What follows belongs to an exercise in optimizing a design on an open flow for small area and a short achievable clock period; a production flow would make more cautious choices. In this exercise RTL edits were held to simulation tests only and were not proved equivalent to the original. Power is estimated from default activity; no workload was simulated.

### design/flow/constraint.sdc
create_clock -name core_clock -period 12.0 [get_ports {clk}]
set_input_delay 2.4000 -clock core_clock [delete_from_list [all_inputs] [get_ports {clk}]]
set_output_delay 2.4000 -clock core_clock [all_outputs]
set_load 0.01 [all_outputs]
### design/flow/design.v
`timescale 1ns / 1ps
module sirv_gnrl_dfflr # (
    parameter DW = 32    
) (lden,dnxt,qout,clk,rst_n);
input lden;
input   [DW-1:0] dnxt;
output  [DW-1:0] qout;
input clk,rst_n;
reg [DW-1:0] qout_r;
always@(posedge clk or negedge rst_n)
    begin : DFFLR_PROC
        if(rst_n == 1'b0)
            qout_r <= {DW{1'b1}};
        else if (lden == 1'b1)
            qout_r <= dnxt;
    end
assign qout = qout_r;
endmodule
module sirv_gnrl_dffrs #(
    parameter DW = 32
)(
    input [DW-1:0] dnxt,
    output [DW-1:0] qout,
    input clk,
    input rst_n
);
reg [DW-1:0] qout_r;
always @(posedge clk or negedge rst_n) begin : DFFRS_PROC
    if(!rst_n)
        qout_r <= {DW{1'b1}};
    else
        qout_r <= dnxt;
end
assign qout = qout_r;
endmodule
module sirv_gnrl_dffl #(
    parameter DW = 32
) (
    input lden,
    input [DW-1:0] dnxt,
    output [DW-1:0] qout,
    input clk
);
    reg [DW-1:0] qout_r;
    always @(posedge clk ) begin:DFFL_PROC
        if(lden)
            qout_r <= dnxt;
    end
    assign qout = qout_r;
endmodule
module exu_alu_dpath(
    input clk,
    input rst_n,
    input alu_req_alu,
    input alu_req_alu_add,
    input alu_req_alu_sub,
    input alu_req_alu_xor,
    input alu_req_alu_sll,
    input alu_req_alu_srl,
    input alu_req_alu_sra,
    input alu_req_alu_or,
    input alu_req_alu_and,
    input alu_req_alu_slt,
    input alu_req_alu_sltu,
    input alu_req_alu_lui,
    input [32-1:0] alu_req_alu_op1,
    input [32-1:0] alu_req_alu_op2,
    output [32-1:0] alu_req_alu_res,
    input bjp_req_alu,
    input [32-1:0] bjp_req_alu_op1,
    input [32-1:0] bjp_req_alu_op2,
    input bjp_req_alu_cmp_eq,
    input bjp_req_alu_cmp_ne,
    input bjp_req_alu_cmp_lt,
    input bjp_req_alu_cmp_gt,
    input bjp_req_alu_cmp_ltu,
    input bjp_req_alu_cmp_gtu,
    input bjp_req_alu_add,
    output bjp_req_alu_cmp_res,
    output [32-1:0] bjp_req_alu_add_res,
    input agu_req_alu,
    input [32-1:0] agu_req_alu_op1,
    input [32-1:0] agu_req_alu_op2,
    input agu_req_alu_swap,
    input agu_req_alu_add,
    input agu_req_alu_and,
    input agu_req_alu_or,
    input agu_req_alu_xor,
    input agu_req_alu_max,
    input agu_req_alu_min,
    input agu_req_alu_maxu,
    input agu_req_alu_minu,
    output [32-1:0] agu_req_alu_res,
    input agu_sbf_0_ena,
    input [32-1:0] agu_sbf_0_nxt,
    output [32-1:0] agu_sbf_0_r,
    input agu_sbf_1_ena,
    input [32-1:0] agu_sbf_1_nxt,
    output [32-1:0] agu_sbf_1_r
);
wire [32-1:0] mux_op1;
wire [32-1:0] mux_op2;
wire [32-1:0] misc_op1 = mux_op1[32-1:0];
wire [32-1:0] misc_op2 = mux_op2[32-1:0];
wire [32-1:0] shifter_op1 = alu_req_alu_op1[32-1:0];
wire [32-1:0] shifter_op2 = alu_req_alu_op2[32-1:0];
wire op_max;
wire op_min;
wire op_maxu;
wire op_minu;
wire op_add;
wire op_sub;
wire op_addsub = op_add | op_sub;
wire op_or;
wire op_xor;
wire op_and;
wire op_sll;
wire op_srl;
wire op_sra;
wire op_slt;
wire op_sltu;
wire op_mvop2;
wire op_cmp_eq;
wire op_cmp_ne;
wire op_cmp_lt;
wire op_cmp_gt;
wire op_cmp_ltu;
wire op_cmp_gtu;
wire cmp_res;
wire sbf_0_ena;
wire [33-1:0] sbf_0_nxt;
wire [33-1:0] sbf_0_r;
wire sbf_1_ena;
wire [33-1:0] sbf_1_nxt;
wire [33-1:0] sbf_1_r;
wire [32-1:0] shifter_in1;
wire [5-1:0] shifter_in2;
wire [32-1:0] shifter_res;
wire op_shift = op_sra | op_sll | op_srl;
assign shifter_in1 = {32{op_shift}} & (
    (op_sra | op_srl) ? {
        shifter_op1[0],shifter_op1[1],shifter_op1[2],shifter_op1[3],
        shifter_op1[4],shifter_op1[5],shifter_op1[6],shifter_op1[7],
        shifter_op1[8],shifter_op1[9],shifter_op1[10],shifter_op1[11],
        shifter_op1[12],shifter_op1[13],shifter_op1[14],shifter_op1[15],
        shifter_op1[16],shifter_op1[17],shifter_op1[18],shifter_op1[19],
        shifter_op1[20],shifter_op1[21],shifter_op1[22],shifter_op1[23],
        shifter_op1[24],shifter_op1[25],shifter_op1[26],shifter_op1[27],
        shifter_op1[28],shifter_op1[29],shifter_op1[30],shifter_op1[31]
    } : shifter_op1
);
assign shifter_in2 = {5{op_shift}} & shifter_op2[4:0];
assign shifter_res = (shifter_in1 << shifter_in2);
wire [32-1:0] sll_res = shifter_res;
wire [32-1:0] srl_res = {
    shifter_res[0],shifter_res[1],shifter_res[2],shifter_res[3],
        shifter_res[4],shifter_res[5],shifter_res[6],shifter_res[7],
        shifter_res[8],shifter_res[9],shifter_res[10],shifter_res[11],
        shifter_res[12],shifter_res[13],shifter_res[14],shifter_res[15],
        shifter_res[16],shifter_res[17],shifter_res[18],shifter_res[19],
        shifter_res[20],shifter_res[21],shifter_res[22],shifter_res[23],
        shifter_res[24],shifter_res[25],shifter_res[26],shifter_res[27],
        shifter_res[28],shifter_res[29],shifter_res[30],shifter_res[31]
};
wire [32-1:0] eff_mask = (~(32'b0)) >> shifter_in2;
wire [32-1:0] sra_res = (srl_res & eff_mask) | ({32{shifter_op1[31]}} & (~eff_mask));
wire op_unsigned = op_sltu | op_cmp_ltu | op_cmp_gtu | op_maxu | op_minu;
wire [35-1:0] misc_adder_op1 = 
    {{(35-32){(~op_unsigned) & misc_op1[32-1]}},misc_op1}; 
wire [35-1:0] misc_adder_op2 = 
    {{(35-32){(~op_unsigned) & misc_op2[32-1]}},misc_op2};
wire [35-1:0] adder_op1 = misc_adder_op1;
wire [35-1:0] adder_op2 = misc_adder_op2;
wire adder_cin;
wire [35-1:0] adder_in1;
wire [35-1:0] adder_in2;
wire [35-1:0] adder_res;
wire adder_add;
wire adder_sub;
assign adder_add = op_add;
assign adder_sub = ((op_sub) | op_cmp_lt | op_cmp_gt | op_cmp_ltu | op_cmp_gtu 
                    | op_max | op_maxu | op_min | op_minu | op_slt | op_sltu);
wire adder_addsub = adder_add | adder_sub;
assign adder_in1 = {35{adder_addsub}} & {adder_op1};
assign adder_in2 = {35{adder_addsub}} & {adder_sub ? (~adder_op2) : adder_op2};
assign adder_cin = adder_addsub & adder_sub;
assign adder_res = adder_in1 + adder_in2 + adder_cin;
wire [32-1:0] xorer_in1;
wire [32-1:0] xorer_in2;
wire xorer_op = op_xor | op_cmp_eq | op_cmp_ne;
assign xorer_in1 = {32{xorer_op}} & misc_op1;
assign xorer_in2 = {32{xorer_op}} & misc_op2;
wire [32-1:0] xorer_res = xorer_in1 ^ xorer_in2;
wire [32-1:0] orer_res = misc_op1 | misc_op2;
wire [32-1:0] ander_res = misc_op1 & misc_op2;
wire neq = |xorer_res;
wire cmp_res_ne = op_cmp_ne & neq;
wire cmp_res_eq = op_cmp_eq & (~neq);
wire cmp_res_lt = op_cmp_lt & adder_res[32];
wire cmp_res_ltu = op_cmp_ltu & adder_res[32];
wire op1_gt_op2 = (~adder_res[32]);
wire cmp_res_gt = op_cmp_gt & op1_gt_op2;
wire cmp_res_gtu = op_cmp_gtu & op1_gt_op2;
assign cmp_res = cmp_res_eq | cmp_res_ne | cmp_res_lt | cmp_res_gt | cmp_res_ltu | cmp_res_gtu;
wire [32-1:0] mvop2_res = misc_op2;
wire op_slttu = (op_slt | op_sltu);
wire slttu_cmp_lt = op_slttu & adder_res[32];
wire [32-1:0] slttu_res = slttu_cmp_lt ? 32'b1 : 32'b0;
wire maxmin_sel_op1 = ((op_max | op_maxu) & op1_gt_op2) | ((op_min | op_minu) & ~op1_gt_op2);
wire [32-1:0] maxmin_res = maxmin_sel_op1 ? misc_op1 : misc_op2;
wire [32-1:0] alu_dpath_res = 
        (
            ({32{op_or}} & orer_res)
        |   ({32{op_and}} & ander_res)
        |   ({32{op_xor}} & xorer_res)
        |   ({32{op_addsub}} & adder_res[32-1:0])
        |   ({32{op_srl}} & srl_res)
        |   ({32{op_sll}} & sll_res)
        |   ({32{op_sra}} & sra_res)
        |   ({32{op_mvop2}} & mvop2_res)
        |   ({32{op_slttu}} & slttu_res)
        |   ({32{op_max | op_maxu | op_min | op_minu}} & maxmin_res)
        );
sirv_gnrl_dffl #(33) sbf_0_dffl (sbf_0_ena, sbf_0_nxt, sbf_0_r, clk);
sirv_gnrl_dffl #(33) sbf_1_dffl (sbf_1_ena, sbf_1_nxt, sbf_1_r, clk);
localparam DPATH_MUX_WIDTH = ((32*2)+21);
assign {
    mux_op1,
    mux_op2,
    op_max,
    op_min,
    op_maxu,
    op_minu,
    op_add,
    op_sub,
    op_or,
    op_xor,
    op_and,
    op_sll,
    op_srl,
    op_sra,
    op_slt,
    op_sltu,
    op_mvop2,
    op_cmp_eq,
    op_cmp_ne,
    op_cmp_lt,
    op_cmp_gt,
    op_cmp_ltu,
    op_cmp_gtu
} = 
    ({DPATH_MUX_WIDTH{alu_req_alu}} & {
        alu_req_alu_op1,
        alu_req_alu_op2,
        4'b0000,
        alu_req_alu_add,
        alu_req_alu_sub,
        alu_req_alu_or,
        alu_req_alu_xor,
        alu_req_alu_and,
        alu_req_alu_sll,
        alu_req_alu_srl,
        alu_req_alu_sra,
        alu_req_alu_slt,
        alu_req_alu_sltu,
        alu_req_alu_lui,  
        6'b000000
    })
    | ({DPATH_MUX_WIDTH{bjp_req_alu}} & {
        bjp_req_alu_op1,
        bjp_req_alu_op2,
        4'b0000,
        bjp_req_alu_add,
        10'b0000000000,
        bjp_req_alu_cmp_eq,
        bjp_req_alu_cmp_ne,
        bjp_req_alu_cmp_lt,
        bjp_req_alu_cmp_gt,
        bjp_req_alu_cmp_ltu,
        bjp_req_alu_cmp_gtu
    })
    | ({DPATH_MUX_WIDTH{agu_req_alu}} & {
        agu_req_alu_op1,
        agu_req_alu_op2,
        agu_req_alu_max,
        agu_req_alu_min,
        agu_req_alu_maxu,
        agu_req_alu_minu,
        agu_req_alu_add,
        1'b0,
        agu_req_alu_or,
        agu_req_alu_xor,
        agu_req_alu_and,
        5'b0,
        agu_req_alu_swap,  
        6'b0
    });
    assign alu_req_alu_res = alu_dpath_res[32-1:0];
    assign bjp_req_alu_add_res = alu_dpath_res[32-1:0];
    assign bjp_req_alu_cmp_res = cmp_res;
    assign agu_req_alu_res = alu_dpath_res[32-1:0];
    assign sbf_0_ena = agu_sbf_0_ena;
    assign sbf_1_ena = agu_sbf_1_ena;
    assign sbf_0_nxt = {1'b0,agu_sbf_0_nxt};
    assign sbf_1_nxt = {1'b0,agu_sbf_1_nxt};
    assign agu_sbf_0_r = sbf_0_r[32-1:0];
    assign agu_sbf_1_r = sbf_1_r[32-1:0];
endmodule
### design/flow/run.sh
#!/bin/bash
# synth_recipe.tcl (not shown) runs the flow's synth.tcl, then flattens the netlist and writes it again
# the make line also repeats each setting of config.mk as NAME=value (left out here)
make -C /OpenROAD-flow-scripts/flow DESIGN_CONFIG=/design/flow/config.mk WORK_HOME=/design/flow/orfs CLKGATE_MAP_FILE= SYNTH_SCRIPT=/design/flow/synth_recipe.tcl finish
### design/flow/config.mk
export PLATFORM = sky130hd
export DESIGN_NAME = exu_alu_dpath
export DESIGN_NICKNAME = exu_alu_dpath
export VERILOG_FILES = /design/flow/design.v
export SDC_FILE = /design/flow/constraint.sdc
export NUM_CORES = 4
export LEC_CHECK = 0
export CAP_MARGIN = 20
export CORE_MARGIN = 2
export CORE_UTILIZATION = 25
export SLEW_MARGIN = 20
==> notes.md <==
status=finished clean; Residual DRC=0; critical path type=in -> out; largest area contributor in the netlist=edfxtp_1; HP Class=in -> reg; #FFs+latches synth=64; layout cells sized above 1=0.07896; Finish-stage setup viols=0; TritonCTS clock tree=done; total power=1587 uW; Post-CTS Setup Bufs=0; async set or reset register ratio after synthesis=0; total global-route track usage=0.3166; crit start category=input pin; Switch Pwr=706.6 uW; Switching Fraction=0.4452; Die H=211.9 um; Distinct cells, synth=81; Die Width=211.9 um; Bufs on Longest Clock Path=2; DP Area=15840 um^2; pwr/cell area=98.23 nW/um^2; Clock power frac=0.165; fin worst setup slack=618.7 ps; Max Freq=87.86 MHz; clock root cell=clkbuf_16; Final Hold Vio Count=0; proportion of power drawn by flip-flops and latches=0.170; Critical Path End=bjp_req_alu_add_res[30]; critical path arrival=8980 ps; first-pass GRT wire length=102100 um; setup TNS=0 ps; Synth Flop Type=edfxtp_1; clock-pin slew on the worst setup and hold paths=60 ps; row cnt=76; area of the core=42890 um^2; ranking of synthesized cells by area=edfxtp_1 18%, o21ai_0 7.9%, a222oi_1 5.2%; post-layout net count=2167; RSZ-0062 raised after global routing=false; Max-Cap Viols=0; Final min period=11380 ps; max_slew headroom=0.2236; detailed placement HPWL=60500 um; WP data required=9600 ps; Int Power=880.6 uW; H-tree depth=3; pin count of the biggest net entering global routing=46; syn nets=1795; CTS hold repair buffers=0; share of the synthesized area in the top cell type=0.1779; IO Port Bufs=449; WL final=75180 um; CTS Buf Count=9; drt wl/cell=30.82 um; synthesized area=10800 um^2; Warnings, synthesis=1; worst-margin pin slew=1165 ps; GR Overflow Total=0; pre-CTS setup slack=798.8 ps; final slew viol count=0; area delta synth->final=49.57%; DIE AREA=44890 um^2; cell count after synthesis=1472; post-route ant nets=0; crit-path max FO=18; Post-synth EDFFs=64; Starting Density=0.2519; drt pass-1 iters=9; syn_area_per_cell=7.339 um^2; Max VDD drop=0.00009314 V; via/cell ratio=6.198; DRT iter0 DRCs=2535; design area=16160 um^2; Vias=15120; crit path from=agu_req_alu_maxu; Leakage=0.005810 uW; combinational share of power=0.665; period utilisation layout=0.9484; CP Capture Type=output pin; # IOs=451; vias in the first global route=13780; sequential element share of the synthesized area=0.1779; Num Clock Sinks=64; RD Place Congestion=1.065; initial antenna violation count=6; # resized after CTS=0
==> Yosys cell counts (7+ instances only) <==
cell type    n
ha_1        31
and3_1      18
a21oi_1    110
o221a_2      9
nand4bb_1    7
buf_1        9
o21a_1       9
o21ai_0    171
o211ai_1    35
a211o_1      8
and2_1       8
nor4_1      12
a2111oi_0    9
a21o_1      32
nand2_1    124
mux2_2       7
edfxtp_1    64
a222oi_1    56
nor3b_1     16
clkbuf_1    96
a211oi_1    22
a22oi_1     31
inv_1       22
nand2b_1     8
o22ai_1     13
o221ai_1    35
nand4_1     16
nor2_1      99
buf_4       65
a31oi_1     21
nand3_1     53
nor3_1      50
xor2_1      19
buf_2       14
xnor2_1     39
a221oi_1    15
mux2i_1     23
==> power by group through the flow <==
stage          registers, uW  logic [uW]  clock network (uW)
2_1_floorplan            285         539                   0
3_3_place_gp             274        1020                   0
3_5_place_dp             275        1020                   0
4_1_cts                  270        1030                 266
5_1_grt                  271        1100                 274
6_report                 270        1060                 262
==> layout by cell type, fill, tap and decap left out, drive strengths merged, types with 32 or more instances in the layout <==
cell and instances:
clkdlybuf4s50 446, o21ai 173, nand2 124, a21oi 110
nor2 99, buf 99, edfxtp 64, a222oi 56
nand3 53, nor3 50, xnor2 39, o211ai 35
o221ai 35, a21o 32
==> critical path: stages <==
cell and delay [ps]:
clkdlybuf4s50_1 540, o41ai_1 370, and3_1 440, inv_1 210
nor2_2 170, nor2_1 70, fa_1 450, fa_1 500
a211oi_1 330, buf_4 220, o211ai_1 110, a31oi_1 370
o22a_1 340, a21boi_1 180, o22ai_2 330, mux2_4 320
nand2_1 270, buf_12 260, o221ai_1 440, clkdlybuf4s50_1 650
==> per-stage QoR <==
stage	std cells	utilization	hold WS (ps)
after global placement	2415	0.3691	2956
after CTS	2433	0.3764	2610
final	2439	0.3768	2626
after detailed placement	2417	0.3693	2958
after floorplan	1472	-	2499
after global routing	2438	0.3767	2614
==> routing by layer <==
metal	GRT usage	vias to the layer above	wire length (um)
li1	-	6519	-
met1	0.4208	7348	29760
met2	0.4967	1069	33310
met3	0.04124	180	7773
met4	0.1724	0	4336
met5	0	-	0
==> flip-flops by register name, indices dropped and copies added, names as in the netlist <==
name,count
sbf_1_dffl.qout_r,32
sbf_0_dffl.qout_r,32
==> area by class of cell <==
class                   instances  area [um^2]
flip-flops and latches         64         1922
clock inverters                 7        76.32
well taps                     585        732.0
repair buffers                545         5220
fillers                      4473        26730
diodes                          5        12.51
multi-input cells            1200         7880
clock buffers                   9        225.2
inverters                      24        90.09
==> worst min path at each step <==
stage,cells after the start,from,slack (ps),endpoint
global route,1,agu_sbf_1_nxt[17],2610,sbf_1_dffl.qout_r[17]
floorplan,0,agu_sbf_0_nxt[0],2500,sbf_0_dffl.qout_r[0]
detailed placement,1,agu_sbf_0_nxt[6],2960,sbf_0_dffl.qout_r[6]
CTS,1,agu_sbf_0_nxt[29],2610,sbf_0_dffl.qout_r[29]
finish,1,agu_sbf_1_nxt[12],2630,sbf_1_dffl.qout_r[12]
global placement,1,agu_sbf_0_nxt[23],2960,sbf_0_dffl.qout_r[23]
==> cell families after synthesis <==
group / Yosys count / share of synthesized area
AOI/OAI and AO/OA: 638 / 0.4082
DFF: 64 / 0.1779
and+or+nand+nor: 439 / 0.1988
buffers and inverters: 208 / 0.09648
xor gates and xnor gates: 58 / 0.04702
muxes: 32 / 0.03208
adders and majority gates: 33 / 0.03961

separate check: timing with driven ports:
The results above use ideal ports. As a check the final layout listed here was re-extracted and re-timed, cells and wires unchanged.
Step 1, drivers: a clkbuf_16 drives clk and a buf_2 each remaining input, both assumed.
Step 2 times the ports against the registers' clock, not the clock port: input delays grow and output delays shrink by t, the midpoint of the rising clock arrivals with the driver on.
Three values: ideal ports, drivers, drivers and shift; two values: the first two.
shift t [ns]: 0.368
setup WS [ns]: 0.619 / 0.594 / 0.594
latest minus earliest clock arrival (ns): 0.014 / 0.014
worst register clock-pin slew, ns: 0.06 / 0.06
pins driven straight from the clock port: 1
After both steps setup and hold are still met in this run. For this run, drivers alone change the setup slack by -0.025 ns; drivers and shift together by -0.025 ns.
